This is an optimization exercise on Yosys and OpenROAD, whose aim is small area and a short achievable clock period, not a production implementation.
The RTL was checked by simulation tests, not by an equivalence proof against the original design.
Power and IR drop assume default switching activity.

**design.v**
```verilog
`timescale 1ns / 1ps
module awstm(
        pps,
        tevt,
        evt,
        rst_n,
        clk
    );
    input pps;
    input [31:0] tevt;
    output [31:0] evt;
    input rst_n;
    input clk;
    reg r_pps;
    reg r_pps_lock;
    reg [14:0] r_k;           
    reg [26:0] r_td;
    reg [16:0] r_awstm;
    reg [30:0] r_tmev_next;
    reg [17:0] r_set_tmev;    
    reg [10:0] r_tcor;
    reg [7:0]  r_tcor_max;    
    wire evt_pps = pps & ~r_pps;
    assign evt = {r_set_tmev[17], 14'd0, r_set_tmev[16:0]};
    wire        low_zero = ~|r_td[18:0];
    wire [6:0]  a = (r_td[25:19] ^ {7{r_td[26]}}) + {6'd0, r_td[26] & low_zero};
    wire [6:0]  t1;
    wire [6:0]  t2;
    assign t1[6] = a[6];
    assign t1[5:0] = a[6:1] | a[5:0];
    assign t2[6] = t1[6];
    assign t2[5:0] = t1[6:1] ^ t1[5:0];
    wire [7:0]  tcm_next = {~(t1[1] & t1[2]), t2[0], t2[1], t2[2], t2[3], t2[4], t2[5], t2[6]};
    wire tcor_ge = r_tcor[10:3] >= r_tcor_max;
    wire [10:0] tcor_next = tcor_ge ? 11'd0 : r_tcor + 11'd1;
    wire cor_eq = (r_tcor == {r_tcor_max, 3'd0});
    wire k_to = r_k[14] & ~r_k[12] & ~r_k[9] & ~r_k[8] & ~r_k[7] & ~r_k[2] & ~r_k[1] & ~r_k[0];
    wire cor = ~aws_wrap & cor_eq;
    wire inc0 = cor_eq & r_td[26];
    wire inc2 = cor_eq & ~r_td[26];
    wire aws_wrap = (&r_awstm[16:15]) & (&r_awstm[10:9]) & r_awstm[7] & (r_awstm[5] | (&r_awstm[4:0]));
    wire        aws_c1 = inc2 | (~cor_eq & r_awstm[0]);
    wire [16:0] aws_sum;
    assign aws_sum[0] = r_awstm[0] ^ ~cor_eq;
    genvar gw;
    generate
        for (gw = 1; gw < 17; gw = gw + 1) begin : g_aws
            if (gw == 1) begin : g1
                assign aws_sum[gw] = r_awstm[gw] ^ aws_c1;
            end else begin : gn
                assign aws_sum[gw] = r_awstm[gw] ^ (aws_c1 & (&r_awstm[gw-1:1]));
            end
        end
    endgenerate
    wire [16:0] aws_next = aws_wrap ? 17'd0 : aws_sum;
    wire [14:0] td_l = r_td[14:0];
    wire [11:0] td_h = r_td[26:15];
    wire [15:0] pk_l = {1'b0, td_l} + {1'b0, r_k};
    wire [11:0] td_h_p = td_h + 12'd1;
    wire [11:0] td_h_m = td_h - 12'd1;
    wire [11:0] pk_h = (r_k[14] == pk_l[15]) ? td_h : (pk_l[15] ? td_h_p : td_h_m);
    wire [14:0] pm_l = td_l + {{14{~r_td[26]}}, 1'b1};
    wire        pm_c = r_td[26] ? (&td_l) : ~|td_l;
    wire [11:0] pm_h = pm_c ? (r_td[26] ? td_h_p : td_h_m) : td_h;
    wire [26:0] td_pk = {pk_h, pk_l[14:0]};
    wire [26:0] td_pm = {pm_h, pm_l};
    wire [16:0] tm_l = r_tmev_next[16:0];
    wire        tm_hz = ~|r_tmev_next[30:17];
    wire        tm_ho = &r_tmev_next[30:17];
    wire        l_ones = &tm_l;
    wire [16:0] e = ~(tm_l ^ r_awstm);
    wire [16:0] q;
    assign q[16:0] = {e[16:1] ^ ~(r_awstm[15:0] | ~tm_l[15:0]), ~e[0]};
    wire        m_eq = tm_hz & (&e);
    wire        m_p1 = (&q) & (l_ones ? tm_ho : tm_hz);
    wire        match = m_eq | m_p1;
    wire        tm_gt = ~tm_hz | (tm_l > 17'd99999);
    wire [17:0] tm_sl = {1'b0, tm_l} + {1'b0, tevt[16:0]};
    wire [17:0] tm_dl = {1'b0, tm_l} + 18'd31073;
    wire [13:0] tm_h = r_tmev_next[30:17];
    wire [13:0] sum_h;
    wire [13:0] sub_h;
    genvar gt;
    generate
        for (gt = 0; gt < 14; gt = gt + 1) begin : g_tmh
            if (gt == 0) begin : g0
                assign sum_h[gt] = tevt[17] ^ tm_sl[17];
                assign sub_h[gt] = tm_h[gt] ^ ~tm_dl[17];
            end else begin : gn
                assign sum_h[gt] = tevt[17+gt] ^ (tm_sl[17] & (&tevt[16+gt:17]));
                assign sub_h[gt] = tm_h[gt] ^ (~tm_dl[17] & ~|tm_h[gt-1:0]);
            end
        end
    endgenerate
    wire [30:0] tm_sum = {sum_h, tm_sl[16:0]};
    wire [30:0] tm_sub = {sub_h, tm_dl[16:0]};
    wire [30:0] tm_keep = tm_gt ? tm_sub : {14'd0, tm_l};
    always @(posedge clk or negedge rst_n) begin
        if (rst_n == 1'b0) begin
            r_pps <= 1'b0;
            r_pps_lock <= 1'b0;
            r_k <= 15'd9999;
            r_td <= 27'd0;
            r_tcor <= 11'd0;
            r_tcor_max <= 8'd128;
            r_awstm <= 17'd0;
            r_tmev_next <= 31'd0;
            r_set_tmev <= 18'd0;
        end else begin
            r_pps <= pps;
            r_tcor_max <= tcm_next;
            r_tcor <= tcor_next;
            if (evt_pps) begin
                r_pps_lock <= 1'b1;
                r_k <= 15'd9999;
            end else if (k_to) begin
                r_pps_lock <= 1'b0;
                r_k <= 15'd4999;
            end else begin
                r_k <= r_k - 15'd1;
            end
            if (cor)
                r_td <= td_pm;
            else if (evt_pps)
                r_td <= td_pk;
            r_awstm <= aws_next;
            if (match)
                r_set_tmev <= {r_pps_lock, r_awstm};
            r_tmev_next <= (match & ~tm_gt) ? tm_sum : tm_keep;
        end
    end
endmodule
```
**flow/run.sh**
```bash
#!/bin/bash
# Standard ORFS layout; the only change is the cell used to buffer the ports.
set -euo pipefail
bash standard.sh finish "BUFFER_PORTS_ARGS=-buffer_cell sky130_fd_sc_hd__buf_1" > make_finish.log 2>&1
```
**standard.sh**
```bash
#!/bin/bash
# synth_recipe.tcl (not shown) runs the flow's synth.tcl, then flattens the netlist and writes it again
# the make line also repeats each setting of config.mk as NAME=value (left out here)
make -C /OpenROAD-flow-scripts/flow DESIGN_CONFIG=/design/flow/config.mk WORK_HOME=/design/flow/orfs CLKGATE_MAP_FILE= SYNTH_SCRIPT=/design/flow/synth_recipe.tcl "${@:-finish}"
```
**config.mk**
```make
export PLATFORM = sky130hd
export DESIGN_NAME = awstm
export DESIGN_NICKNAME = awstm
export VERILOG_FILES = /design/flow/design.v
export SDC_FILE = /design/flow/constraint.sdc
export NUM_CORES = 4
export LEC_CHECK = 0
export CAP_MARGIN = 20
export CORE_MARGIN = 2
export CORE_UTILIZATION = 60
export CTS_BUF_LIST = sky130_fd_sc_hd__clkbuf_8
export PLACE_DENSITY = 0.75
export SETUP_SLACK_MARGIN = 3.1
export SLEW_MARGIN = 20
```
**constraint.sdc**
```tcl
create_clock -name core_clock -period 6.0 [get_ports {clk}]
set_input_delay 1.2000 -clock core_clock [delete_from_list [all_inputs] [get_ports {clk}]]
set_output_delay 1.2000 -clock core_clock [all_outputs]
set_load 0.01 [all_outputs]
```
==> impl_metrics.ini, run 1 <==
[critical_path]
cp-end-kind = register
worstPathRequired_ps = 6390
cp_data_arrival_time_ps = 3320
critPathSlowestCell = dfrtp_1
crit_chain = inv_1, ha_1, xnor2_1, nor4_1, nand2_1, or3_1, o21ai_1, o2bb2ai_2, nand2_1, buf_4, a221o_1, o21ai_1
start_kind = register
critPathKind = reg2reg
cp_max_fo = 18
max_stage_delay_ps = 500

[clock_tree]
hold_buffers = 0
cts-htree-levels = 4
ctsLongestPathBuffers = 2
cts_made_buffers = 17
clkSlewWorstSetupHoldPaths_ps = 80
cts-root-buf = clkbuf_8
cts_tree = done
insertion_delay_ps = 460
clock-sinks = 129

[synthesis]
seq_area_frac_synth_pct = 33.91
synthFlopType = dfrtp_1
netlist_instances = 1103
avgSynthCellArea_um2 = 8.660
synth_cell_types = 70
synth_seq_cells = 129
async_flop_share_pct = 100.0
synth_edf_count = 0
syn-cell-area_um2 = 9552
yosys_warnings = 1

[sta]
slew_violations = 0
period_share_pct = 48.96
min_period_ps = 2937
rsz0062_at_grt = yes
final-setup-viol-count = 0
max_freq_mhz = 340.4
slew_headroom_pct = 52.98
setup_tns_ps = 0
tightest_slew_ps = 696.2
finalHoldViolCount = 0
fin_worst_skew_ps = 12.15

[die]
start_util_pct = 60.79
fp.dieW_um = 130.2
io_pins = 67
core_area_um2 = 15710
fp-row-count = 46
die_y_um = 130.2
die-area_um2 = 16940

[place]
portBuffers = 51
place_congestion = 0.9110
dpl.hpwl_um = 15390
dpl-instance-area_um2 = 9966

[global_route]
antenna_found_initial = 0
grt_pass1_wl_um = 35740
grt_start_max_net_pins = 79
grtUsageTotal_pct = 26.35
grt_pass1_vias = 7485
grt_overflow_total = 0

[finish]
layout_common_cells = dfrtp_1, nand2_1, nor2_1, ha_1, o21ai_0
syn_to_final_growth_pct = 15.44
stdcell_area_um2 = 11030
final_common_cell = dfrtp_1
num-fill-cells = 1277
n_antenna_cell = 0
drive_gt1_share_pct = 14.31
nets = 1301

[power_and_ir_drop]
power.internal_mw = 2.384
ir_drop_mv = 0.3673
power_mw = 4.090
pwr-share-clk_pct = 18.4
netSwitchingFraction_pct = 41.71
seqPwrFrac_pct = 32.2
p_comb_share_pct = 49.5
power_density_nw_per_um2 = 370.9
power_switching_mw = 1.706
leakage_nw = 4.761

[drt]
wl_per_cell_um = 15.78
drt-total-wl_um = 22260
avgViaCountPerCell = 5.884
vias = 8302
initialDrtViolationCount = 599
drc = 0
antenna_left = 0
drt_first_pass_iters = 5

[hold_path]
hold_class = reg2reg

[run_status]
status = complete, no violations

[flow_run]
maxCapViolCount = 0
-- logic make-up (layout without fill, tap and decap cells) --
family / after synthesis / in the layout / synth area share [%]
and+or+nand+nor: 402 / 402 / 20.87
AOI/OAI and AO/OA: 262 / 263 / 17.37
DFF: 129 / 129 / 33.91
xor gates and xnor gates: 124 / 124 / 11.37
buffers and inverters: 94 / 172 / 4.467
adders and majority gates: 84 / 84 / 11.24
muxes: 7 / 7 / 0.7336
other: 1 / 14 / 0.03926
-- per-layer routing --
metal,up-vias,routed length [um],track usage [%]
li1,4106,-,-
met2,216,10770,42.84
met1,3949,10130,36.36
met3,31,999,4.469
met5,-,0,0
met4,0,361,7.843
-- area by class of cell --
type | instances | area (um2) | area share [%]
Timing Repair Buffer | 95 | 581.8 | 5.276
Inverter | 45 | 176.4 | 1.600
Multi-Input combinational cell | 894 | 6352 | 57.61
Sequential cell | 129 | 3252 | 29.49
Tap cell | 216 | 270.3 | 2.451
Clock inverter | 12 | 118.9 | 1.078
Clock buffer | 20 | 275.3 | 2.496
-- sequential cells by signal (all words and copies together) (netlist names) --
signal       cells
r_tmev_next     31
r_td            27
r_set_tmev      18
r_awstm         17
r_k             15
r_tcor          11
r_tcor_max       8
r_pps            1
r_pps_lock       1
-- synthesized netlist by cell type (4+ instances only) --
cell / instances / area [um2]
dfrtp_1: 120 / 3003
nand2_1: 100 / 375.4
nor2_1: 92 / 345.3
ha_1: 81 / 1013
o21ai_0: 77 / 385.4
a21oi_1: 69 / 345.3
xor2_1: 64 / 560.5
xnor2_1: 60 / 525.5
nand3_1: 46 / 230.2
inv_1: 44 / 165.2
nand4_1: 30 / 187.7
nor3_1: 30 / 150.1
a21o_1: 27 / 202.7
clkbuf_1: 25 / 93.84
nor4_1: 25 / 156.4
nand2b_1: 16 / 100.1
buf_4: 15 / 112.6
a211oi_1: 13 / 97.59
o22ai_1: 12 / 75.07
or3_1: 12 / 75.07
and3_1: 11 / 68.82
and2_1: 9 / 56.30
dfstp_2: 9 / 236.5
o21a_1: 9 / 67.56
buf_2: 8 / 40.04
nor2b_1: 8 / 50.05
a31oi_1: 7 / 43.79
mux2i_1: 7 / 70.07
o21ai_1: 5 / 25.02
o21bai_1: 5 / 37.54
a41o_1: 4 / 40.04
o31ai_1: 4 / 30.03
-- power by group through the flow --
stage / logic, mW / clock network (mW) / registers (mW)
2_1_floorplan: 1.53 / 0 / 1.20
3_3_place_gp: 1.73 / 0 / 1.31
3_5_place_dp: 1.78 / 0 / 1.32
4_1_cts: 1.91 / 0.766 / 1.29
5_1_grt: 2.25 / 0.799 / 1.34
6_report: 2.02 / 0.751 / 1.32
-- worst paths after layout --
| path | from | end | slack (ps) | cells after the start |
|---|---|---|---|---|
| worst max-delay path | r_awstm[7] | r_tmev_next[15] | 3060 | 12 |
| worst min-delay path | r_k[0] | r_k[0] | 470 | 1 |
| worst max register to register | r_awstm[7] | r_tmev_next[15] | 3060 | 12 |
| worst min register to register | r_k[0] | r_k[0] | 470 | 1 |
| max in group asynchronous | rst_n | r_k[0] | 4430 | 3 |
| min in group asynchronous | rst_n | r_tcor_max[0] | 620 | 1 |
-- stage by stage --
step	hold slack [ps]	worst slack, ps	utilization, %	instances
final	469.6	3063	70.18	1411
after global routing	490.1	2887	70.18	1411
after CTS	474.7	3026	67.61	1389
after detailed placement	456.3	2076	63.43	1343
after global placement	450.4	2158	63.43	1343
after floorplan	437.7	2918	-	1116
-- worst max-delay path: cells and delay by family, from the launching register on --
| kind | cells | cell delay [ps] |
|---|---|---|
| AO/OA/AOI/OAI | 4 | 720 |
| AND/OR/NAND/NOR | 4 | 800 |
| flip-flops | 1 | 500 |
| adder cells (fa/ha/maj) | 1 | 340 |
| buffers and inverters | 2 | 330 |
| XOR/XNOR | 1 | 170 |
-- timing repair --
item,4_1_cts,5_1_grt
resized for setup,33,50
gates cloned,1,0
endpoints found under the setup margin,54,50
pin swaps,13,26
setup buffers,13,21
==> run 2, diff against run 1 <==
--- a/config.mk
+++ b/config.mk
@@ -12,3 +12,3 @@
 export PLACE_DENSITY = 0.75
-export SETUP_SLACK_MARGIN = 3.1
+export SETUP_SLACK_MARGIN = 3.0
 export SLEW_MARGIN = 20
==> run 2 against run 1 <==
Critical path type is now in2reg; largest cell class unchanged; largest power group unchanged; routed wire length fell by 1.5%; count of clock-buffer cells in the layout is 1 lower; non-clock buffer count down 11.
==> impl_metrics.ini, run 2 <==
[synthesis]
synth_seq_cells = 129
synthFlopType = dfrtp_1
yosysMostFrequentCell = dfrtp_1
yosys.area.top_type = dfrtp_1
synthTopCellsByArea = dfrtp_1, ha_1, xor2_1
netlist_instances = 1103
async_flop_share_pct = 100.0
syn-cell-area_um2 = 9552
synth_edf_count = 0
yosys_warnings = 1
seq_area_frac_synth_pct = 33.91
avgSynthCellArea_um2 = 8.660
synth_cell_types = 70
synth.top_cell.area_share_pct = 31.44
ys_top_cells_by_count = dfrtp_1, nand2_1, nor2_1

[run_status]
status = complete, no violations

[critical_path]
critPathSlowestCell = o41a_1
critPathKind = in2reg
max_stage_delay_ps = 440
cp_max_fo = 3
path_delay_family = compound AO/OA/AOI/OAI gates
cp-end-kind = register
cp_data_arrival_time_ps = 3290
crit_chain = clkbuf_2, ha_4, a21o_1, a21oi_2, nor2b_2, o41a_1, a21oi_4, o21ai_2, a21o_1, ha_2, xnor2_1, o22ai_1
worstPathRequired_ps = 6340
critical_path.n_buffers_inverters = 1
start_kind = input port
path_common_cell = a21o_1

[die]
core_area_um2 = 15710
start_util_pct = 60.79
die_y_um = 130.2
io_pins = 67
fp.dieW_um = 130.2
die-area_um2 = 16940
fp-row-count = 46

[clock_tree]
hold_buffers = 0
clock-sinks = 129
cts_made_buffers = 17
clkSlewWorstSetupHoldPaths_ps = 80
cts-htree-levels = 4
cts-root-buf = clkbuf_8
insertion_delay_ps = 460
ctsLongestPathBuffers = 2
cts_tree = done

[global_route]
grt_overflow_total = 0
grt_pass1_vias = 7386
antenna_found_initial = 0
grt_start_max_net_pins = 57
grtUsageTotal_pct = 25.92
grt_pass1_wl_um = 35160

[sta]
fin_ws_ps = 3045
period_share_pct = 49.24
slew_headroom_pct = 31.90
tightest_slew_ps = 1014
finalHoldViolCount = 0
final-setup-viol-count = 0
fin_worst_skew_ps = 11.28
max_freq_mhz = 338.5
slew_violations = 0
min_period_ps = 2955
holdWs_ps = 468.6
setup_tns_ps = 0
rsz0062_at_grt = yes

[drt]
avgViaCountPerCell = 5.923
vias = 8298
initialDrtViolationCount = 490
drc = 0
wl_per_cell_um = 15.65
drt-total-wl_um = 21920
antenna_left = 0
drt_first_pass_iters = 7

[finish]
num-fill-cells = 1269
regMostFlops = r_tmev_next
drive_gt1_share_pct = 12.32
finalNonFillerCells = 1401
n_antenna_cell = 0
final_common_cell = dfrtp_1
nets = 1291
syn_to_final_growth_pct = 13.53
top_regs = r_tmev_next x31, r_td x27, r_set_tmev x18
largest_register_ffs = 31
layout_common_cells = dfrtp_1, nand2_1, nor2_1, ha_1, o21ai_0

[power_and_ir_drop]
leakage_nw = 4.689
ir_drop_mv = 0.3394
power_density_nw_per_um2 = 376.7
power_mw = 4.085

[hold_path]
hold_class = reg2reg

[place]
place_ws_ps = 2050
portBuffers = 51
dp_cells = 1342
dpl.hpwl_um = 15180
place_congestion = 0.9105

[flow_run]
maxCapViolCount = 0
[run 2: layer usage]
metal	track usage, %	share of wire, %
met4	9.424	2.1
met1	36.85	46
met2	39.79	47
met3	4.715	4.7
met5	0	0
[run 2: final cells by class]
| type | instances | area, um2 | area share [%] |
|---|---|---|---|
| clock buffer | 19 | 261.5 | 2.411 |
| timing repair buffer | 84 | 464.2 | 4.281 |
| sequential | 129 | 3244 | 29.92 |
| timing repair inverter | 1 | 8.758 | 0.08077 |
| multi-input combinational | 894 | 6270 | 57.82 |
| inverter | 45 | 181.4 | 1.673 |
| tap | 216 | 270.3 | 2.492 |
| clock inverter | 13 | 143.9 | 1.327 |
[run 2: power breakdown]
group / switching [mW] / internal, mW
Clock: 0.353 / 0.425
Combinational: 1.09 / 0.915
Sequential: 0.251 / 1.05
[run 2: stage by stage]
| stage | cell area, um2 | utilization (%) |
|---|---|---|
| 2_1_floorplan | 9681 | - |
| 3_3_place_gp | 9952 | 63.34 |
| 3_5_place_dp | 9952 | 63.34 |
| 4_1_cts | 10470 | 66.62 |
| 5_1_grt | 10840 | 69.02 |
| 6_report | 10840 | 69.02 |
[run 2: logic make-up after synthesis]
| kind of cell | share of synthesized area [%] |
|---|---|
| simple gates | 20.87 |
| compound gates | 17.37 |
| flops | 33.91 |
| xor+xnor | 11.37 |
| buf+inv | 4.467 |
| fa+ha+maj | 11.24 |
| mux | 0.7336 |
| other cells | 0.03926 |
[run 2: what timing repair did]
item	in CTS	in global routing
resized for setup	15	44
pin swaps	3	19
buffers inserted	4	21
gates cloned	0	2
endpoints found under the setup margin	50	47
[run 2: worst paths after layout]
check	startpoint	to	slack [ps]	depth (start not counted)
min in group asynchronous	rst_n	r_td[22]	720	1
max	tevt[1]	r_tmev_next[18]	3050	12
max in group asynchronous	rst_n	r_td[0]	4140	2
max reg2reg	r_awstm[11]	r_tmev_next[15]	3050	11
min	r_k[0]	r_k[0]	470	1
min reg2reg	r_k[0]	r_k[0]	470	1
[run 2: worst reg2reg max path: cells and delay by family (launching register included)]
| kind | cells | cell delay, ps |
|---|---|---|
| fa+ha+maj | 1 | 310 |
| buf+inv | 1 | 200 |
| simple gates | 4 | 920 |
| xor+xnor | 1 | 170 |
| compound gates | 4 | 870 |
| flops | 1 | 410 |
==> run 3, diff against run 2 <==
--- a/config.mk
+++ b/config.mk
@@ -12,3 +12,3 @@
 export PLACE_DENSITY = 0.75
-export SETUP_SLACK_MARGIN = 3.0
+export SETUP_SLACK_MARGIN = 2.9
 export SLEW_MARGIN = 20
==> run 3 against run 2 <==
Largest cell class unchanged; combinational power is 4% lower; power decreased by 3.6%; routed wire length shrank 2.9%; clock power shrank 8.0%; global-route usage rose by 0.19 points; flip-flop and latch count is the same; synthesized cell count unchanged; final area shrank 2.9%; still clean; critical path depth rose by 1.
==> impl_metrics.ini, run 3 <==
[die]
fp-row-count = 46
start_util_pct = 60.79
die_y_um = 130.2
die-area_um2 = 16940
io_pins = 67
core_area_um2 = 15710
fp.dieW_um = 130.2

[synthesis]
async_flop_share_pct = 100.0
yosys.area.top_type = dfrtp_1
synth_edf_count = 0
synth_seq_cells = 129
synthFlopType = dfrtp_1
synthTopCellsByArea = dfrtp_1, ha_1, xor2_1
synth_cell_types = 70
yosysMostFrequentCell = dfrtp_1
yosys_warnings = 1
synth.top_cell.area_share_pct = 31.44
avgSynthCellArea_um2 = 8.660
ys_top_cells_by_count = dfrtp_1, nand2_1, nor2_1
syn-cell-area_um2 = 9552
seq_area_frac_synth_pct = 33.91
netlist_instances = 1103

[critical_path]
critical_path.n_buffers_inverters = 3
cp-end-kind = register
cp_data_arrival_time_ps = 3320
reg2reg_slack_ps = 3030
start_kind = input port
critPathKind = in2reg
crit_chain = clkbuf_2, ha_4, a21o_1, a21oi_2, nor2b_2, o41a_1, a21oi_4, buf_4, o31ai_4, buf_12, nand3_1, xor2_1, o21bai_1
critPathSlowestCell = o41a_1
cp_max_fo = 12
worstPathRequired_ps = 6320
path_delay_family = compound AO/OA/AOI/OAI gates
max_stage_delay_ps = 450

[power_and_ir_drop]
power_density_nw_per_um2 = 374.0
leakage_nw = 4.588
ir_drop_mv = 0.3588

[place]
dpl.hpwl_um = 15220
place_congestion = 0.9062
portBuffers = 51
dpl-instance-area_um2 = 9903

[global_route]
grt_pass1_vias = 7643
grt_start_max_net_pins = 75
grt_pass1_wl_um = 35790
grtUsageTotal_pct = 26.12
antenna_found_initial = 0
grt_overflow_total = 0

[sta]
max_freq_mhz = 333.3
fin_worst_skew_ps = 10.47
finalHoldViolCount = 0
setup_tns_ps = 0
slew_violations = 0
rsz0062_at_grt = yes
slew_headroom_pct = 36.80
period_share_pct = 50.00
tightest_slew_ps = 948.0
final-setup-viol-count = 0
min_period_ps = 3000

[finish]
final_common_cell = dfrtp_1
regMostFlops = r_tmev_next
syn_to_final_growth_pct = 10.27
drive_gt1_share_pct = 8.632
largest_register_ffs = 31
nets = 1276
top_regs = r_tmev_next x31, r_td x27, r_set_tmev x18
num-fill-cells = 1353
stdcell_area_um2 = 10530
n_antenna_cell = 0
layout_common_cells = dfrtp_1, nand2_1, nor2_1, ha_1, o21ai_0

[drt]
avgViaCountPerCell = 5.834
drc = 0
drt_first_pass_iters = 5
vias = 8086
antenna_left = 0
drt-total-wl_um = 21290
wl_per_cell_um = 15.36
initialDrtViolationCount = 533

[clock_tree]
ctsLongestPathBuffers = 2
hold_buffers = 0
clock-sinks = 129
cts-root-buf = clkbuf_8
cts_made_buffers = 17
clkSlewWorstSetupHoldPaths_ps = 70
insertion_delay_ps = 450
cts_tree = done
cts-htree-levels = 4

[flow_run]
maxCapViolCount = 0

[hold_path]
hold_class = reg2reg

[run_status]
status = complete, no violations
## run 3: worst register-to-register path, cell delays in order (launching register included)
cell and delay (ps):
dfstp_2 600, ha_1 310, a21o_1 230, a21oi_4 200, a2bb2oi_2 200, o211ai_2 130
a31oi_4 280, o21ai_4 150, or4_4 510, a21oi_2 140, xor2_1 150
## run 3: final timing paths
path / startpoint / to / cells past startpoint
max: tevt[1] / r_tmev_next[28] / 13
min: r_k[0] / r_k[0] / 1
max reg2reg: r_k[8] / r_td[25] / 10
min reg2reg: r_k[0] / r_k[0] / 1
max in group asynchronous: rst_n / r_tmev_next[22] / 2
min in group asynchronous: rst_n / r_set_tmev[12] / 1
## run 3: metal layers
metal	up-vias	wire length [um]	global-route usage, %
met1	3833	10240	36.16
met2	173	9838	42.01
li1	4059	-	-
met4	0	285	7.780
met3	21	923	4.838
met5	-	0	0
## run 3: cell families (layout without fill, tap and decap cells)
group | after synthesis | count (layout) | share of synthesized area (%)
buf+inv | 94 | 148 | 4.467
other cells | 1 | 14 | 0.03926
mux | 7 | 7 | 0.7336
flops | 129 | 129 | 33.91
compound gates | 262 | 262 | 17.37
xor+xnor | 124 | 124 | 11.37
fa+ha+maj | 84 | 84 | 11.24
simple gates | 402 | 402 | 20.87
## run 3: metrics by stage
step                      worst slack (ps)  hold WS [ps]  power, mW  util [%]  std cells
final                                 3000         465.8      3.939     67.03       1386
after global routing                  2792         492.4      4.270     67.03       1386
after CTS                             2908         469.0      3.886     65.88       1375
after detailed placement              2180         451.5      3.103     63.03       1342
after global placement                2286         448.8      3.048     63.03       1342
after floorplan                       2871         437.7      2.732         -       1116
## run 3: power by group
part	switching (mW)	internal [mW]	total [mW]	leakage, nW
Sequential	0.250	1.05	1.31	1.59
Combinational	1.05	0.864	1.92	2.79
Clock	0.350	0.367	0.716	0.208
## run 3: area by class of cell
class	count	area, um2	area share (%)
clock inverter	11	88.84	0.8434
multi-input combinational	893	6105	57.96
tap	216	270.3	2.566
timing repair buffer	71	362.8	3.445
clock buffer	21	289.0	2.744
sequential	129	3243	30.79
inverter	45	173.9	1.651
## run 3: what timing repair did
item | in CTS | in global routing
endpoints found under the setup margin | 34 | 49
buffers inserted | 1 | 11
resized for setup | 13 | 19
pin swaps | 1 | 13
==> run 4, diff against run 3 <==
--- a/config.mk
+++ b/config.mk
@@ -11,3 +11,3 @@
 export CTS_BUF_LIST = sky130_fd_sc_hd__clkbuf_8
-export PLACE_DENSITY = 0.75
+export PLACE_DENSITY = 0.85
 export SETUP_SLACK_MARGIN = 2.9
==> run 4 against run 3 <==
Still clean; clock skew rose by 0.51 ps; critical path depth did not move; setup slack got worse by 31 ps; first-iteration DRC count rose by 45%; count of clock-buffer cells in the layout fell by 2; non-clock buffer count rose by 2; utilization rose by 0.45 points; critical path type unchanged.
==> impl_metrics.ini, run 4 <==
[die]
fp-row-count = 46
core_area_um2 = 15710
start_util_pct = 60.79
die_y_um = 130.2
fp.dieW_um = 130.2
die-area_um2 = 16940
io_pins = 67

[sta]
setup_tns_ps = 0
max_freq_mhz = 329.9
finalHoldViolCount = 0
period_share_pct = 50.52
fin_worst_skew_ps = 10.97
final-setup-viol-count = 0
slew_headroom_pct = 29.27
slew_violations = 0
fin_ws_ps = 2969
tightest_slew_ps = 1059
min_period_ps = 3031
holdWs_ps = 474.1
rsz0062_at_grt = yes

[clock_tree]
hold_buffers = 0
ctsLongestPathBuffers = 2
cts-root-buf = clkbuf_8
cts-htree-levels = 4
cts_tree = done
clock-sinks = 129
insertion_delay_ps = 450
clkSlewWorstSetupHoldPaths_ps = 80
cts_made_buffers = 17

[synthesis]
synth_edf_count = 0
ys_top_cells_by_count = dfrtp_1, nand2_1, nor2_1
netlist_instances = 1103
synth_seq_cells = 129
synth.top_cell.area_share_pct = 31.44
synthTopCellsByArea = dfrtp_1, ha_1, xor2_1
yosysMostFrequentCell = dfrtp_1
async_flop_share_pct = 100.0
synth_cell_types = 70
seq_area_frac_synth_pct = 33.91
yosys.area.top_type = dfrtp_1
synthFlopType = dfrtp_1
avgSynthCellArea_um2 = 8.660
syn-cell-area_um2 = 9552
yosys_warnings = 1

[place]
portBuffers = 51
place_ws_ps = 2232
dpl-instance-area_um2 = 9888
dpl.hpwl_um = 15320
place_congestion = 0.9532

[flow_run]
maxCapViolCount = 0

[finish]
layout_common_cells = dfrtp_1, nand2_1, nor2_1, ha_1, o21ai_0
n_antenna_cell = 0
nets = 1278
top_regs = r_tmev_next x31, r_td x27, r_set_tmev x18
num-fill-cells = 1266
drive_gt1_share_pct = 9.642
stdcell_area_um2 = 10600
final_common_cell = dfrtp_1
regMostFlops = r_tmev_next
largest_register_ffs = 31
syn_to_final_growth_pct = 11.02

[global_route]
grt_pass1_vias = 7758
grtUsageTotal_pct = 26.47
grt_overflow_total = 0
grt_start_max_net_pins = 61
antenna_found_initial = 0
grt_pass1_wl_um = 36140

[power_and_ir_drop]
leakage_nw = 4.581
ir_drop_mv = 0.3612
power_density_nw_per_um2 = 374.9
power_mw = 3.976

[drt]
drt-total-wl_um = 21570
vias = 8267
antenna_left = 0
avgViaCountPerCell = 5.956
wl_per_cell_um = 15.54
drc = 0
drt_first_pass_iters = 7
initialDrtViolationCount = 773

[critical_path]
worstPathRequired_ps = 6340
max_stage_delay_ps = 400
critPathKind = in2reg
crit_start = tevt[0]
critPathSlowestCell = fa_1
start_kind = input port
crit_chain = buf_1, ha_1, inv_1, fa_1, nor2b_1, o21ai_0, a21boi_1, o21ai_2, a21oi_2, a221oi_2, o21ai_1, xor2_1, o21a_1
r2r-start = r_k[8]
critical_path.n_buffers_inverters = 2
cp_data_arrival_time_ps = 3370
cp_max_fo = 4
path_delay_family = compound AO/OA/AOI/OAI gates
cp-end-kind = register

[hold_path]
hold_class = reg2reg
hp-start = r_k[0]

[run_status]
status = complete, no violations
==> run 4: cells by family after synthesis <==
| logic type | after synthesis | synth area share (%) |
|---|---|---|
| muxes | 7 | 0.7336 |
| AOI/OAI and AO/OA | 262 | 17.37 |
| xor gates and xnor gates | 124 | 11.37 |
| other | 1 | 0.03926 |
| buffers and inverters | 94 | 4.467 |
| and+or+nand+nor | 402 | 20.87 |
| adders and majority gates | 84 | 11.24 |
| DFF | 129 | 33.91 |
==> run 4: final timing paths <==
check,endpoint,slack (ps),cells past startpoint
min in group asynchronous,r_tcor_max[0],590,1
max in group asynchronous,r_td[1],4400,2
min reg2reg,r_k[0],470,1
min,r_k[0],470,1
max reg2reg,r_td[25],3040,10
max,r_tmev_next[16],2970,13
==> run 4: area by class of cell <==
class	count	area [um2]	share of cell area, %
clock buffer	19	261.5	2.466
tap	216	270.3	2.549
inverter	45	171.4	1.617
sequential	129	3242	30.57
multi-input combinational	893	6126	57.77
clock inverter	13	151.4	1.428
timing repair buffer	73	381.6	3.599
==> run 4: report_power, final <==
group          total, mW  switching [mW]  internal (mW)
logic               1.90            1.04          0.862
registers           1.30           0.247           1.05
clock network      0.774           0.376          0.398
==> run 4: timing repair <==
action                     4_1_cts  5_1_grt
setup endpoints to repair       40       46
pin swaps                        2       13
buffers inserted                 4       12
gates resized for setup         11       28
==> run 4: stage by stage <==
step                      cells  util [%]
after detailed placement   1340     62.93
after floorplan            1116         -
after global placement     1340     62.93
after CTS                  1376     66.05
final                      1388     67.49
after global routing       1388     67.49
==> run 4: metal layers <==
metal,part of all wire [%],track usage (%)
met1,45,36.09
met4,1.6,8.096
met5,0,0
met3,5.4,4.305
met2,48,43.58
==> run 5, diff against run 4 <==
--- a/config.mk
+++ b/config.mk
@@ -9,5 +9,5 @@
 export CORE_MARGIN = 2
-export CORE_UTILIZATION = 60
+export CORE_UTILIZATION = 50
 export CTS_BUF_LIST = sky130_fd_sc_hd__clkbuf_8
-export PLACE_DENSITY = 0.85
+export PLACE_DENSITY = 0.7
 export SETUP_SLACK_MARGIN = 2.9
==> run 5 against run 4 <==
Area after synthesis stayed put; highest routed layer unchanged; critical path type unchanged; non-clock buffer count up 2; global-route usage shrank 4.6 points; via count decreased by 0.80%; largest power group unchanged; still clean.
==> impl_metrics.ini, run 5 <==
[run_status]
status = complete, no violations

[sta]
slew_headroom_pct = 22.45
period_share_pct = 50.93
fin_worst_skew_ps = 16.36
tightest_slew_ps = 1161
final-setup-viol-count = 0
finalHoldViolCount = 0
setup_tns_ps = 0
max_freq_mhz = 327.3
min_period_ps = 3056
rsz0062_at_grt = yes
slew_violations = 0

[synthesis]
yosys.area.top_type = dfrtp_1
syn-cell-area_um2 = 9552
synth.top_cell.area_share_pct = 31.44
seq_area_frac_synth_pct = 33.91
yosysMostFrequentCell = dfrtp_1
synthFlopType = dfrtp_1
synthTopCellsByArea = dfrtp_1, ha_1, xor2_1
synth_cell_types = 70
netlist_instances = 1103
async_flop_share_pct = 100.0
ys_top_cells_by_count = dfrtp_1, nand2_1, nor2_1
synth_seq_cells = 129
avgSynthCellArea_um2 = 8.660
synth_edf_count = 0
yosys_warnings = 1

[finish]
num-fill-cells = 1646
fin_util_pct = 57.59
largest_register_ffs = 31
stdcell_area_um2 = 10770
n_antenna_cell = 0
final_common_cell = dfrtp_1
nets = 1284
regArea_um2 = 3242
layout_common_cells = dfrtp_1, nand2_1, nor2_1, ha_1, o21ai_0
regMostFlops = r_tmev_next
syn_to_final_growth_pct = 12.77
drive_gt1_share_pct = 10.27
multiInputGateArea_um2 = 6240
top_regs = r_tmev_next x31, r_td x27, r_set_tmev x18

[critical_path]
crit_path_end = r_tmev_next[18]
reg2reg_to = r_tmev_next[16]
path_common_cell = a21o_1
critical_path.n_buffers_inverters = 1
crit_start = tevt[1]
critPathSlowestCell = o41a_1
reg2reg_slack_ps = 3000
cp-end-kind = register
start_kind = input port
reg2reg_depth = 10
cp_max_fo = 3
r2r-start = r_tmev_next[1]
cp_data_arrival_time_ps = 3380
max_stage_delay_ps = 450
crit_chain = clkbuf_2, ha_4, a21o_1, a21oi_2, nor2b_1, o41a_1, a21oi_4, o21ai_2, a21o_1, ha_1, xnor2_1, o22ai_1
path_delay_family = compound AO/OA/AOI/OAI gates
cp.depth = 12
critPathKind = in2reg
worstPathRequired_ps = 6330

[place]
portBuffers = 51
place_congestion = 0.9182
dpl-instance-area_um2 = 9912
dpl.hpwl_um = 15420

[die]
start_util_pct = 51.06
fp.dieW_um = 142.2
die-area_um2 = 20230
fp-row-count = 50
io_pins = 67
die_y_um = 142.2
core_area_um2 = 18710

[power_and_ir_drop]
ir_drop_mv = 0.2791
power_density_nw_per_um2 = 374.0
leakage_nw = 4.665
power_mw = 4.029

[global_route]
grt.met3_usage_pct = 3.499
grt_pass1_wl_um = 36000
grt_overflow_total = 0
grt_use_met2_pct = 34.78
grt_start_max_net_pins = 55
antenna_found_initial = 0
grt-busiest-layer = met2
grtUsageTotal_pct = 21.91
grt_pass1_vias = 7546
grt_util_met1_pct = 30.57

[clock_tree]
insertion_delay_ps = 460
cts-htree-levels = 4
hold_buffers = 0
ctsLongestPathBuffers = 2
clkSlewWorstSetupHoldPaths_ps = 80
clock-sinks = 129
cts_made_buffers = 17
cts-root-buf = clkbuf_8
cts_tree = done

[drt]
drc = 0
vias = 8201
antenna_left = 0
wl_per_cell_um = 15.68
avgViaCountPerCell = 5.808
drt_first_pass_iters = 7
drt-total-wl_um = 22140
initialDrtViolationCount = 598

[hold_path]
holdPathStages = 1
hold_class = reg2reg

[flow_run]
maxCapViolCount = 0
==> run 5: cells by family after synthesis <==
kind of cell / synth area share (%)
AND/OR/NAND/NOR: 20.87
AO/OA/AOI/OAI: 17.37
flip-flops: 33.91
XOR/XNOR: 11.37
buffers and inverters: 4.467
adder cells (fa/ha/maj): 11.24
multiplexers: 0.7336
other: 0.03926
==> run 5: area by class of cell <==
type                            instances  share of cell area [%]
Clock buffer                           18                   2.300
Clock inverter                         14                   1.754
Inverter                               45                   1.591
Multi-Input combinational cell        897                   57.93
Sequential cell                       129                   30.10
Tap cell                              234                   2.718
Timing Repair Buffer                   75                   3.612
==> run 5: how the worst min path moves through the flow <==
stage	startpoint	endpoint
final	r_k[0]	r_k[0]
after detailed placement	r_k[0]	r_k[0]
after global placement	r_k[0]	r_k[0]
after CTS	r_k[0]	r_k[0]
after global routing	r_k[0]	r_k[0]
after floorplan	r_k[0]	r_k[0]
==> run 5: repair_timing <==
action | CTS | global route
gates resized for setup | 16 | 30
setup buffers | 1 | 18
pin swaps | 1 | 12
gates cloned | 1 | 3
endpoints found under the setup margin | 48 | 48
==> run 5: per-stage QoR <==
step / setup slack, ps / hold WS, ps / std cells
global placement: 2267 / 451.4 / 1357
floorplan: 2871 / 437.7 / 1116
CTS: 2871 / 472.7 / 1391
finish: 2944 / 473.4 / 1412
global route: 2792 / 479.0 / 1412
detailed placement: 2227 / 454.9 / 1357
==> run 5: report_power, final <==
part           switching [mW]  leakage, nW  internal [mW]
Clock                   0.369        0.208          0.462
Combinational            1.03         2.87          0.868
Sequential              0.246         1.59           1.05
==> run 5: metal layers <==
metal / share of wire [%] / routed length, um
met2: 46 / 10260
met3: 4.6 / 1022
met4: 1.8 / 388
met1: 47 / 10470
met5: 0 / 0
==> run 6, diff against run 5 <==
--- a/design.v
+++ b/design.v
@@ -37,6 +37,5 @@
     wire k_to = r_k[14] & ~r_k[12] & ~r_k[9] & ~r_k[8] & ~r_k[7] & ~r_k[2] & ~r_k[1] & ~r_k[0];
+    wire aws_wrap = (&r_awstm[16:15]) & (&r_awstm[10:9]) & r_awstm[7] & (r_awstm[5] | (&r_awstm[4:0]));
     wire cor = ~aws_wrap & cor_eq;
-    wire inc0 = cor_eq & r_td[26];
     wire inc2 = cor_eq & ~r_td[26];
-    wire aws_wrap = (&r_awstm[16:15]) & (&r_awstm[10:9]) & r_awstm[7] & (r_awstm[5] | (&r_awstm[4:0]));
     wire        aws_c1 = inc2 | (~cor_eq & r_awstm[0]);
--- a/config.mk
+++ b/config.mk
@@ -9,5 +9,5 @@
 export CORE_MARGIN = 2
-export CORE_UTILIZATION = 50
+export CORE_UTILIZATION = 70
 export CTS_BUF_LIST = sky130_fd_sc_hd__clkbuf_8
-export PLACE_DENSITY = 0.7
+export PLACE_DENSITY = 0.8
 export SETUP_SLACK_MARGIN = 2.9
==> run 6 against run 5 <==
Still clean; clock power up 2.7%; power down 2.6%; worst hold slack worse by 2.6 ps; maximum frequency up 0.78%; utilization up 23 points; flip-flop and latch count unchanged; via count down 0.45%; final area down 1.5%; sequential power about the same; count of clock-buffer cells in the layout up 2; sequential share of layout area up 0.49 points; critical path type is now reg2reg.
==> impl_metrics.ini, run 6 <==
[run_status]
status = complete, no violations

[drt]
antenna_left = 0
drt_first_pass_iters = 5
drc = 0
wl_per_cell_um = 16.01
drt-total-wl_um = 21540
vias = 8164
avgViaCountPerCell = 6.070
initialDrtViolationCount = 594

[critical_path]
worstPathRequired_ps = 6380
reg2reg_to = r_td[18]
cp_data_arrival_time_ps = 3410
cp_max_fo = 9
critPathKind = reg2reg
cp-end-kind = register
max_stage_delay_ps = 560
reg2reg_slack_ps = 2970
reg2reg_depth = 9
crit_chain = ha_1, a21o_1, a31oi_1, a2bb2oi_2, a31oi_4, mux2_2, or4_1, a21oi_1, xor2_1
start_kind = register
r2r-start = r_k[8]
critPathSlowestCell = dfstp_2
crit_start = r_k[8]

[global_route]
grt_pass1_wl_um = 35560
grt_pass1_vias = 7467
grt_start_max_net_pins = 82
antenna_found_initial = 0
grt_overflow_total = 0
grtUsageTotal_pct = 30.29

[power_and_ir_drop]
ir_drop_mv = 0.3571
power.internal_mw = 2.336
leakage_nw = 4.558
netSwitchingFraction_pct = 40.48
pwr-share-clk_pct = 21.7
seqPwrFrac_pct = 32.3
p_comb_share_pct = 46.0
power_density_nw_per_um2 = 370.0
power_switching_mw = 1.589

[sta]
finalHoldViolCount = 0
slew_violations = 0
setup_tns_ps = 0
tightest_slew_ps = 939.0
rsz0062_at_grt = yes
holdWs_ps = 470.8
min_period_ps = 3032
fin_ws_ps = 2968
max_freq_mhz = 329.8
period_share_pct = 50.53
fin_worst_skew_ps = 9.281
slew_headroom_pct = 36.82
final-setup-viol-count = 0

[synthesis]
avgSynthCellArea_um2 = 8.673
yosys_warnings = 1
synthFlopType = dfrtp_1
syn-cell-area_um2 = 9523
synth_cell_types = 68
yosysMostFrequentCell = dfrtp_1
ys_top_cells_by_count = dfrtp_1, nor2_1, nand2_1
yosys.area.top_type = dfrtp_1
synth_seq_cells = 129
netlist_instances = 1098
seq_area_frac_synth_pct = 34.02
async_flop_share_pct = 100.0
synth_edf_count = 0
synth.top_cell.area_share_pct = 31.53
synthTopCellsByArea = dfrtp_1, ha_1, xnor2_1

[finish]
layout_common_cells = dfrtp_1, nor2_1, nand2_1, ha_1, a21oi_1
stdcell_area_um2 = 10610
nets = 1275
top_regs = r_tmev_next x31, r_td x27, r_set_tmev x18
syn_to_final_growth_pct = 11.39
largest_register_ffs = 31
regMostFlops = r_tmev_next
n_antenna_cell = 0
drive_gt1_share_pct = 10.44
final_common_cell = dfrtp_1
finalNonFillerCells = 1345

[hold_path]
holdPathStages = 1
hold_class = reg2reg
hp-start = r_k[0]
whs_endpoint = r_k[0]

[die]
fp-row-count = 42
fp.dieW_um = 120.6
die_y_um = 120.6
io_pins = 67
core_area_um2 = 13240
die-area_um2 = 14550
start_util_pct = 71.91

[clock_tree]
cts_made_buffers = 17
clock-sinks = 129
ctsLongestPathBuffers = 2
cts-htree-levels = 4
cts_tree = done
insertion_delay_ps = 460
clkSlewWorstSetupHoldPaths_ps = 80
cts-root-buf = clkbuf_8
hold_buffers = 0

[place]
dp_cells = 1297
place_ws_ps = 2024
portBuffers = 51
dpl-instance-area_um2 = 9864
dpl.hpwl_um = 15070
place_congestion = 0.9139

[flow_run]
maxCapViolCount = 0
[run 6: changes by cell type after synthesis, sizes merged, moves of 4 or more]
| cell | previous run | this run |
|---|---|---|
| a211oi | 13 | 8 |
| and3 | 11 | 17 |
| a21o | 27 | 19 |
| a41o | 4 | 0 |
| a31oi | 9 | 13 |
| nand3 | 46 | 36 |
| inv | 45 | 52 |
| xnor2 | 60 | 66 |
| o21ai | 83 | 68 |
| nor4 | 26 | 21 |
| mux2i | 7 | 1 |
| nor2 | 92 | 105 |
| or3 | 14 | 10 |
| nand2 | 101 | 94 |
[run 6: worst max-delay path by stage]
| stage | depth (start not counted) | to | slack (ps) |
|---|---|---|---|
| 6_report | 9 | r_td[18] | 2970 |
| 3_5_place_dp | 11 | r_td[14] | 2020 |
| 2_1_floorplan | 12 | r_tmev_next[16] | 2820 |
| 5_1_grt | 9 | r_td[18] | 2810 |
| 3_3_place_gp | 11 | r_td[14] | 2100 |
| 4_1_cts | 13 | r_tmev_next[14] | 2900 |
[run 6: area by class of cell]
cell class                 count  area (um2)
timing repair inverter         1       5.005
sequential                   129        3244
clock buffer                  20       275.3
timing repair buffer          71       356.6
multi-input combinational    884        6127
tap                          176       220.2
clock inverter                12       180.2
inverter                      52       198.9
fill                         956        2635
[run 6: through the flow]
| stage | util [%] | total power [mW] |
|---|---|---|
| after detailed placement | 74.49 | 2.971 |
| final | 80.10 | 3.925 |
| after CTS | 78.88 | 3.883 |
| after floorplan | - | 2.630 |
| after global placement | 74.44 | 2.922 |
| after global routing | 80.10 | 4.236 |
[run 6: cell families (layout without fill, tap and decap cells)]
kind of cell               after synthesis  count (layout)  synth area share, %
AOI/OAI and AO/OA                      249             250                16.56
adders and majority gates               84              84                11.27
xor gates and xnor gates               130             130                11.96
buffers and inverters                   99             156                4.717
and+or+nand+nor                        402             402                20.98
other                                    1              14              0.03938
muxes                                    4               4               0.4598
DFF                                    129             129                34.02
[run 6: critical path: cells and delay by family, from the launching register on]
kind                       cells  cell delay, ps
xor gates and xnor gates       1             180
AOI/OAI and AO/OA              5            1120
adders and majority gates      1             290
and+or+nand+nor                1             410
DFF                            1             560
muxes                          1             390
[run 6: power by group through the flow]
| stage | clock network [mW] | registers [mW] | logic, mW |
|---|---|---|---|
| after global routing | 0.897 | 1.29 | 2.05 |
| after global placement | 0 | 1.28 | 1.65 |
| after detailed placement | 0 | 1.28 | 1.69 |
| after floorplan | 0 | 1.18 | 1.45 |
| final | 0.852 | 1.27 | 1.80 |
| after CTS | 0.863 | 1.26 | 1.76 |
[run 6: what timing repair did]
action	4_1_cts	5_1_grt
pin swaps	2	14
endpoints found under the setup margin	62	53
setup buffers	6	8
resized for setup	16	21
cloned	1	1
[run 6: per-layer routing]
layer	vias up	global-route usage [%]	wire, um
met5	-	0	0
met1	3884	41.78	9816
met3	26	5.425	1241
li1	4021	-	-
met4	0	8.067	255
met2	233	49.47	10230
==> run 7, diff against run 6 <==
--- a/config.mk
+++ b/config.mk
@@ -9,5 +9,5 @@
 export CORE_MARGIN = 2
-export CORE_UTILIZATION = 70
+export CORE_UTILIZATION = 60
 export CTS_BUF_LIST = sky130_fd_sc_hd__clkbuf_8
-export PLACE_DENSITY = 0.8
+export PLACE_DENSITY = 0.75
 export SETUP_SLACK_MARGIN = 2.9
==> run 7 against run 6 <==
Synthesized cell count did not move; first-iteration DRC count increased by 1.9%; global-route usage down 4.2 points; register-to-register slack improved by 70 ps; largest cell class unchanged; power is 2.1% lower; non-clock buffer count grew 7; count of clock-buffer cells in the layout fell by 1; clock skew grew 5.3 ps; critical path depth increased by 4; combinational power about the same; still clean; critical endpoint is now r_tmev_next[14].
==> impl_metrics.ini, run 7 <==
[sta]
tightest_slew_ps = 785.9
holdWs_ps = 470.5
slew_headroom_pct = 47.61
slew_violations = 0
rsz0062_at_grt = yes
min_period_ps = 2985
fin_worst_skew_ps = 14.55
period_share_pct = 49.75
setup_tns_ps = 0
final-setup-viol-count = 0
finalHoldViolCount = 0
max_freq_mhz = 335.0

[power_and_ir_drop]
power_density_nw_per_um2 = 360.1
leakage_nw = 4.615
ir_drop_mv = 0.2363

[finish]
final_common_cell = dfrtp_1
syn_to_final_growth_pct = 12.00
top_regs = r_tmev_next x31, r_td x27, r_set_tmev x18
num-fill-cells = 1330
regMostFlops = r_tmev_next
nets = 1282
largest_register_ffs = 31
drive_gt1_share_pct = 11.31
n_antenna_cell = 0
layout_common_cells = dfrtp_1, nor2_1, nand2_1, ha_1, a21oi_1

[drt]
antenna_left = 0
vias = 8078
avgViaCountPerCell = 5.803
wl_per_cell_um = 15.54
drt_first_pass_iters = 5
initialDrtViolationCount = 605
drt-total-wl_um = 21630
drc = 0

[critical_path]
start_kind = input port
critical_path.n_buffers_inverters = 2
critPathSlowestCell = a311o_1
max_stage_delay_ps = 400
cp-end-kind = register
worstPathRequired_ps = 6390
path_delay_family = compound AO/OA/AOI/OAI gates
critPathKind = in2reg
reg2reg_slack_ps = 3040
cp_max_fo = 3
reg2reg_to = r_tmev_next[14]
r2r-start = r_tmev_next[17]
cp_data_arrival_time_ps = 3380
reg2reg_depth = 11
crit_chain = buf_6, ha_4, inv_2, fa_2, nor2b_1, o21a_1, o21a_1, a41oi_2, a311o_1, o21bai_1, a21oi_1, xor2_1, a21oi_1

[synthesis]
synth_edf_count = 0
synthFlopType = dfrtp_1
netlist_instances = 1098
seq_area_frac_synth_pct = 34.02
yosysMostFrequentCell = dfrtp_1
ys_top_cells_by_count = dfrtp_1, nor2_1, nand2_1
async_flop_share_pct = 100.0
yosys.area.top_type = dfrtp_1
synth_seq_cells = 129
avgSynthCellArea_um2 = 8.673
syn-cell-area_um2 = 9523
yosys_warnings = 1
synthTopCellsByArea = dfrtp_1, ha_1, xnor2_1
synth.top_cell.area_share_pct = 31.53
synth_cell_types = 68

[clock_tree]
clkSlewWorstSetupHoldPaths_ps = 80
cts_made_buffers = 17
insertion_delay_ps = 460
clock-sinks = 129
cts-root-buf = clkbuf_8
ctsLongestPathBuffers = 2
cts_tree = done
cts-htree-levels = 4

[die]
die-area_um2 = 16890
fp-row-count = 46
io_pins = 67
core_area_um2 = 15710
fp.dieW_um = 130.0
start_util_pct = 60.61
die_y_um = 130.0

[global_route]
grt_pass1_vias = 7284
antenna_found_initial = 0
grt_start_max_net_pins = 57
grt_overflow_total = 0
grt_pass1_wl_um = 35100
grtUsageTotal_pct = 26.06

[hold_path]
hp-start = r_k[0]
whs_endpoint = r_k[0]
hold_class = reg2reg
holdPathStages = 1

[flow_run]
maxCapViolCount = 0

[run_status]
status = complete, no violations

[place]
portBuffers = 51
dpl.hpwl_um = 15090
place_congestion = 0.8901
run 7: cell counts after synthesis:
No cell type changed its count.
run 7: worst max-delay path by stage:
stage                     depth (start not counted)               to            start
after floorplan                                  12  r_tmev_next[16]          tevt[0]
after global placement                           11         r_td[14]         r_td[26]
after detailed placement                         11         r_td[14]         r_td[26]
after CTS                                        11         r_td[26]          r_td[1]
after global routing                             11  r_tmev_next[14]  r_tmev_next[17]
final                                            13  r_tmev_next[14]          tevt[0]
run 7: timing repair:
action	in CTS	in global routing
hold buffers	0	0
pin swaps	4	13
buffers inserted	5	14
gates cloned	1	1
endpoints found under the setup margin	50	35
resized for setup	12	34
run 7: routing by layer:
layer  routed length (um)  part of all wire [%]  track usage [%]
met4                  258                   1.2            7.147
met1                10480                    48            37.68
met3                  994                   4.6            5.207
met2                 9890                    46            40.04
met5                    0                     0                0
run 7: final cells by class:
class                   instances  area [um2]  area share (%)
repair inverters                1       5.005         0.04693
clock inverters                13       145.1           1.361
multi-input cells             884        6112           57.31
clock buffers                  19       261.5           2.452
repair buffers                 78       420.4           3.942
well taps                     216       270.3           2.534
inverters                      52       198.9           1.865
flip-flops and latches        129        3252           30.49
run 7: logic make-up after synthesis:
logic type,Yosys count,share of synthesized area (%)
buffers and inverters,99,4.717
and+or+nand+nor,402,20.98
muxes,4,0.4598
AOI/OAI and AO/OA,249,16.56
xor gates and xnor gates,130,11.96
adders and majority gates,84,11.27
DFF,129,34.02
other,1,0.03938
run 7: power by group:
| part | leakage [nW] | internal (mW) | switching (mW) | total (mW) |
|---|---|---|---|---|
| Clock | 0.215 | 0.426 | 0.352 | 0.777 |
| Sequential | 1.58 | 1.04 | 0.222 | 1.27 |
| Combinational | 2.82 | 0.803 | 0.995 | 1.80 |
| Total | 4.61 | 2.27 | 1.57 | 3.84 |
run 7: per-stage QoR:
step	power (mW)	cells	worst slack (ps)	instance area (um2)	utilization (%)
finish	3.841	1392	3015	10670	67.88
CTS	3.795	1377	2900	10410	66.27
floorplan	2.630	1111	2822	9672	-
global placement	2.935	1338	2073	9916	63.11
detailed placement	2.979	1339	1999	9921	63.14
global route	4.149	1392	2841	10670	67.88
==> run 8, diff against run 7 <==
--- a/design.v
+++ b/design.v
@@ -37,5 +37,6 @@
     wire k_to = r_k[14] & ~r_k[12] & ~r_k[9] & ~r_k[8] & ~r_k[7] & ~r_k[2] & ~r_k[1] & ~r_k[0];
+    wire cor = ~aws_wrap & cor_eq;
+    wire inc0 = cor_eq & r_td[26];
+    wire inc2 = cor_eq & ~r_td[26];
     wire aws_wrap = (&r_awstm[16:15]) & (&r_awstm[10:9]) & r_awstm[7] & (r_awstm[5] | (&r_awstm[4:0]));
-    wire cor = ~aws_wrap & cor_eq;
-    wire inc2 = cor_eq & ~r_td[26];
     wire        aws_c1 = inc2 | (~cor_eq & r_awstm[0]);
--- a/config.mk
+++ b/config.mk
@@ -12,3 +12,3 @@
 export PLACE_DENSITY = 0.75
-export SETUP_SLACK_MARGIN = 2.9
+export SETUP_SLACK_MARGIN = 2.85
 export SLEW_MARGIN = 20
==> run 8 against run 7 <==
Still clean; clock power down 9.3%; routed wire length up 0.12%; die area up 0.29%; worst hold slack better by 2.0 ps; power up 1.5%; combinational power up 5%; final area down 1.6%; utilization down 1.1 points; largest cell class unchanged; largest power group unchanged; maximum frequency down 1.3%; first-iteration DRC count up 3.6%; final cell count down 0.50%.
==> impl_metrics.ini, run 8 <==
[hold_path]
hold_class = reg2reg
whs_endpoint = r_k[0]
hp-start = r_k[0]
holdPathStages = 1

[synthesis]
yosysMostFrequentCell = dfrtp_1
yosys.area.top_type = dfrtp_1
netlist_instances = 1103
synthFlopType = dfrtp_1
avgSynthCellArea_um2 = 8.660
synth.top_cell.area_share_pct = 31.44
syn-cell-area_um2 = 9552
synth_seq_cells = 129
synthTopCellsByArea = dfrtp_1, ha_1, xor2_1
yosys_warnings = 1
seq_area_frac_synth_pct = 33.91
synth_edf_count = 0
async_flop_share_pct = 100.0
ys_top_cells_by_count = dfrtp_1, nand2_1, nor2_1
synth_cell_types = 70

[finish]
finalNonFillerCells = 1385
multiInputGateArea_um2 = 6106
fin_util_pct = 66.80
nets = 1275
largest_register_ffs = 31
num-fill-cells = 1302
regArea_um2 = 3243
layout_common_cells = dfrtp_1, nand2_1, nor2_1, ha_1, o21ai_0
top_regs = r_tmev_next x31, r_td x27, r_set_tmev x18
n_antenna_cell = 0
drive_gt1_share_pct = 8.469
regMostFlops = r_tmev_next
syn_to_final_growth_pct = 9.890
final_common_cell = dfrtp_1

[drt]
avgViaCountPerCell = 5.882
vias = 8147
drc = 0
drt-total-wl_um = 21660
wl_per_cell_um = 15.64
initialDrtViolationCount = 627
antenna_left = 0
drt_first_pass_iters = 5

[critical_path]
worstPathRequired_ps = 6350
reg2reg_slack_ps = 2980
reg2reg_to = r_td[14]
cp-end-kind = register
critPathKind = in2reg
reg2reg_depth = 11
cp_data_arrival_time_ps = 3370
cp_max_fo = 4
start_kind = input port
r2r-start = r_td[26]

[place]
dp_cells = 1340
portBuffers = 51
dpl.hpwl_um = 15450
place_congestion = 0.9366

[clock_tree]
cts_tree = done
cts-root-buf = clkbuf_8
insertion_delay_ps = 450
clkSlewWorstSetupHoldPaths_ps = 80
ctsLongestPathBuffers = 2
clock-sinks = 129
cts-htree-levels = 4
cts_made_buffers = 17

[global_route]
grt.met3_usage_pct = 5.166
grt_use_met2_pct = 42.44
grt_pass1_vias = 7550
antenna_found_initial = 0
grt_overflow_total = 0
grt-busiest-layer = met2
grt_pass1_wl_um = 35400
grtUsageTotal_pct = 26.09
grt_util_met1_pct = 35.05
grt_start_max_net_pins = 79

[power_and_ir_drop]
leakage_nw = 4.539
power.internal_mw = 2.245
power_density_nw_per_um2 = 371.4
power_switching_mw = 1.653
ir_drop_mv = 0.2654
pwr-share-clk_pct = 18.1
p_comb_share_pct = 48.6
netSwitchingFraction_pct = 42.40
power_mw = 3.898
seqPwrFrac_pct = 33.3

[sta]
final-setup-viol-count = 0
max_freq_mhz = 330.7
slew_headroom_pct = 40.75
fin_worst_skew_ps = 10.53
tightest_slew_ps = 887.0
slew_violations = 0
setup_tns_ps = 0
holdWs_ps = 472.5
period_share_pct = 50.40
min_period_ps = 3024
finalHoldViolCount = 0
rsz0062_at_grt = yes

[die]
fp-row-count = 46
io_pins = 67
die_y_um = 130.2
fp.dieW_um = 130.2
start_util_pct = 60.79
die-area_um2 = 16940
core_area_um2 = 15710

[flow_run]
maxCapViolCount = 0

[run_status]
status = complete, no violations
-- run 8: cells by family after synthesis --
group	synth area share [%]
simple gates	20.87
mux	0.7336
xor+xnor	11.37
fa+ha+maj	11.24
compound gates	17.37
flops	33.91
buf+inv	4.467
other cells	0.03926
-- run 8: stage by stage --
stage | cell area [um2] | setup WS, ps
final | 10500 | 2976
after global routing | 10500 | 2771
after CTS | 10280 | 2751
after detailed placement | 9871 | 2230
after global placement | 9871 | 2287
after floorplan | 9614 | 2838
-- run 8: area by class of cell --
cell class | instances | share of cell area [%]
inverters | 45 | 1.657
flip-flops and latches | 129 | 30.90
clock inverters | 14 | 1.121
multi-input cells | 894 | 58.17
well taps | 216 | 2.575
repair buffers | 69 | 3.219
clock buffers | 18 | 2.360
-- run 8: what timing repair did --
action                                  in CTS  in global routing
gates cloned                                 0                  1
buffers inserted                             0                 12
resized for setup                           10                 22
pin swaps                                    0                  7
hold buffers                                 0                  0
hold endpoints to repair                     0                  0
endpoints found under the setup margin      34                 36
-- run 8: layer usage --
metal,vias to the layer above,wire (um)
li1,4050,-
met1,3882,10050
met2,187,10230
met3,28,1032
met4,0,340
met5,-,0
-- run 8: critical path: stages --
cell	delay [ps]
buf_1	70
ha_1	160
inv_1	60
fa_1	420
nor2b_1	130
o21ai_0	110
a21boi_1	240
o21ai_2	120
a21oi_4	250
a221oi_2	110
o21ai_0	220
xor2_1	100
o21a_1	180
-- run 8: worst max path at each step --
stage,startpoint,endpoint,slack [ps],cells past startpoint
final,tevt[0],r_tmev_next[16],2980,13
after global routing,r_td[26],r_td[14],2770,11
after CTS,r_td[26],r_td[14],2750,11
after detailed placement,r_td[26],r_td[14],2230,11
after global placement,r_td[26],r_td[14],2290,11
after floorplan,tevt[1],r_tmev_next[18],2840,11
-- run 8: power groups by stage --
stage	sequential, mW	clock [mW]	combinational (mW)
2_1_floorplan	1.20	0	1.53
3_3_place_gp	1.31	0	1.73
3_5_place_dp	1.32	0	1.78
4_1_cts	1.31	0.716	1.80
5_1_grt	1.33	0.758	2.15
6_report	1.30	0.705	1.89
==> run 9, diff against run 8 <==
--- a/config.mk
+++ b/config.mk
@@ -12,3 +12,3 @@
 export PLACE_DENSITY = 0.75
-export SETUP_SLACK_MARGIN = 2.85
+export SETUP_SLACK_MARGIN = 2.95
 export SLEW_MARGIN = 20
==> run 9 against run 8 <==
Clock power grew 17%; global-route usage shrank 0.34 points; final area grew 2.1%; routed wire length shrank 1.3%; register-to-register slack gained 90 ps.
==> impl_metrics.ini, run 9 <==
[run_status]
status = complete, no violations

[finish]
nets = 1282
drive_gt1_share_pct = 10.46
regMostFlops = r_tmev_next
n_antenna_cell = 0
top_regs = r_tmev_next x31, r_td x27, r_set_tmev x18
syn_to_final_growth_pct = 12.21
largest_register_ffs = 31
finalNonFillerCells = 1392
layout_common_cells = dfrtp_1, nand2_1, nor2_1, ha_1, o21ai_0
final_common_cell = dfrtp_1

[clock_tree]
cts_made_buffers = 17
cts_tree = done
clock-sinks = 129
hold_buffers = 0
insertion_delay_ps = 460
ctsLongestPathBuffers = 2
cts-root-buf = clkbuf_8
clkSlewWorstSetupHoldPaths_ps = 80
cts-htree-levels = 4

[synthesis]
seq_area_frac_synth_pct = 33.91
synth_cell_types = 70
yosysMostFrequentCell = dfrtp_1
syn-cell-area_um2 = 9552
synthFlopType = dfrtp_1
netlist_instances = 1103
async_flop_share_pct = 100.0
synth_edf_count = 0
synth.top_cell.area_share_pct = 31.44
yosys_warnings = 1
yosys.area.top_type = dfrtp_1
avgSynthCellArea_um2 = 8.660
ys_top_cells_by_count = dfrtp_1, nand2_1, nor2_1
synth_seq_cells = 129
synthTopCellsByArea = dfrtp_1, ha_1, xor2_1

[global_route]
grt_pass1_vias = 7535
antenna_found_initial = 0
grt_overflow_total = 0
grt_start_max_net_pins = 59
grt_pass1_wl_um = 35060
grtUsageTotal_pct = 25.75

[power_and_ir_drop]
power_density_nw_per_um2 = 379.9
leakage_nw = 4.651
ir_drop_mv = 0.3850
power_mw = 4.072

[critical_path]
start_kind = input port
critPathSlowestCell = o41a_1
cp-end-kind = register
cp_data_arrival_time_ps = 3320
cp_max_fo = 3
critPathKind = in2reg
crit_chain = clkbuf_2, ha_4, a21o_1, a21oi_2, nor2b_2, o41a_1, a21oi_4, o21ai_2, a21o_1, ha_2, xnor2_2, o22ai_1
worstPathRequired_ps = 6340
max_stage_delay_ps = 450
path_common_cell = a21o_1

[drt]
met3_length_um = 1049
wl_per_cell_um = 15.35
vias = 8196
drt-total-wl_um = 21370
wl_met1_um = 9803
highest_layer = met4
drc = 0
drt_first_pass_iters = 5
avgViaCountPerCell = 5.888
antenna_left = 0
route.met2.wl_um = 10170
initialDrtViolationCount = 507

[sta]
setup_tns_ps = 0
holdWs_ps = 468.0
min_period_ps = 2982
period_share_pct = 49.70
tightest_slew_ps = 694.7
rsz0062_at_grt = yes
finalHoldViolCount = 0
slew_headroom_pct = 53.69
max_freq_mhz = 335.4
fin_worst_skew_ps = 15.15
final-setup-viol-count = 0
slew_violations = 0

[die]
start_util_pct = 60.79
fp-row-count = 46
die_y_um = 130.2
die-area_um2 = 16940
core_area_um2 = 15710
io_pins = 67
fp.dieW_um = 130.2

[place]
portBuffers = 51
dpl.hpwl_um = 15280
place_congestion = 0.9460
dp_cells = 1342

[hold_path]
hold_class = reg2reg

[flow_run]
maxCapViolCount = 0
## run 9: changes by cell type in the layout (fill, tap and decap cells not counted), sizes merged
cell	previous run	this run
a31oi	10	9
buf	68	75
bufinv	1	4
clkbuf	19	20
clkinvlp	4	1
## run 9: report_power, final
part	internal [mW]	switching (mW)
Sequential	1.05	0.245
Combinational	0.886	1.06
Clock	0.463	0.363
## run 9: worst max-delay path: cells and delay by family
family | cells | cell delay (ps)
compound gates | 7 | 1380
fa+ha+maj | 2 | 400
xor+xnor | 1 | 140
buf+inv | 1 | 110
simple gates | 1 | 80
## run 9: path summary, 6_finish.rpt
check	start	endpoint	slack, ps	cells past startpoint
setup / recovery	tevt[1]	r_tmev_next[18]	3020	12
hold / removal	r_k[0]	r_k[0]	470	1
setup reg to reg	r_k[2]	r_td[25]	3070	10
hold reg to reg	r_k[0]	r_k[0]	470	1
max in group asynchronous	rst_n	r_td[26]	4150	2
min in group asynchronous	rst_n	r_tcor[1]	720	1
## run 9: kinds of logic after synthesis
group                    Yosys count  synth area share (%)
AND/OR/NAND/NOR                  402                 20.87
adder cells (fa/ha/maj)           84                 11.24
flip-flops                       129                 33.91
multiplexers                       7                0.7336
other                              1               0.03926
XOR/XNOR                         124                 11.37
buffers and inverters             94                 4.467
AO/OA/AOI/OAI                    262                 17.37
## run 9: per-layer routing
metal | track usage, % | vias up
met5 | 0 | -
met4 | 8.349 | 0
met3 | 5.412 | 41
met2 | 41.70 | 216
met1 | 34.73 | 3883
li1 | - | 4056
## run 9: final cells by class
cell class,instances,area [um2]
multi-input combinational,893,6180
fill,1293,4995
sequential,129,3244
timing repair buffer,77,415.4
tap,216,270.3
clock buffer,18,247.7
clock inverter,14,186.4
inverter,45,173.9
## run 9: timing repair
item / CTS / global route
pin swaps: 1 / 11
setup endpoints to repair: 45 / 50
buffers inserted: 3 / 15
resized for setup: 14 / 34
## run 9: metrics by stage
step | util [%] | instance area (um2) | worst slack (ps)
5_1_grt | 68.21 | 10720 | 2930
3_5_place_dp | 63.16 | 9925 | 2230
3_3_place_gp | 63.16 | 9925 | 2324
6_report | 68.21 | 10720 | 3018
4_1_cts | 66.53 | 10450 | 2860
2_1_floorplan | - | 9653 | 2918

[re-timing with driven ports]
Ports are ideal in the flow. The routed layouts listed here were re-timed in OpenROAD.
Step 1 sets driving cells, clkbuf_16 on the clock port and buf_2 on the other inputs (assumed; they add their load-dependent delay and slew).
Step 2 moves the port delays by t, midway between the first and last clock arrival at a register: inputs arrive t later, outputs are due t later. That takes back most of the time a late clock gives input paths.
a / b / c = ideal ports / drivers / drivers and shift; a / b = the first two.
run	t, ns	slack for setup (ns)	worst setup path after step 2	worst slew at a driven data input, ns
run 1	0.494	3.063 / 3.063 / 2.609	input to register	0.04
run 2	0.497	3.045 / 3.054 / 2.566	input to register	0.03
run 3	0.485	3.000 / 3.018 / 2.533	input to register	0.03
run 4	0.488	2.969 / 2.984 / 2.496	input to register	0.04
run 5	0.496	2.944 / 2.962 / 2.465	input to register	0.03
run 6	0.492	2.968 / 2.968 / 2.517	input to register	0.04
run 7	0.494	3.015 / 3.014 / 2.520	input to register	0.04
run 8	0.489	2.976 / 2.979 / 2.502	input to register	0.05
run 9	0.491	3.018 / 3.034 / 2.542	input to register	0.03
After both steps every run listed still meets setup and hold. For run 7, which loses most, drivers alone change the setup slack by -0.001 ns; drivers and shift together by -0.495 ns.
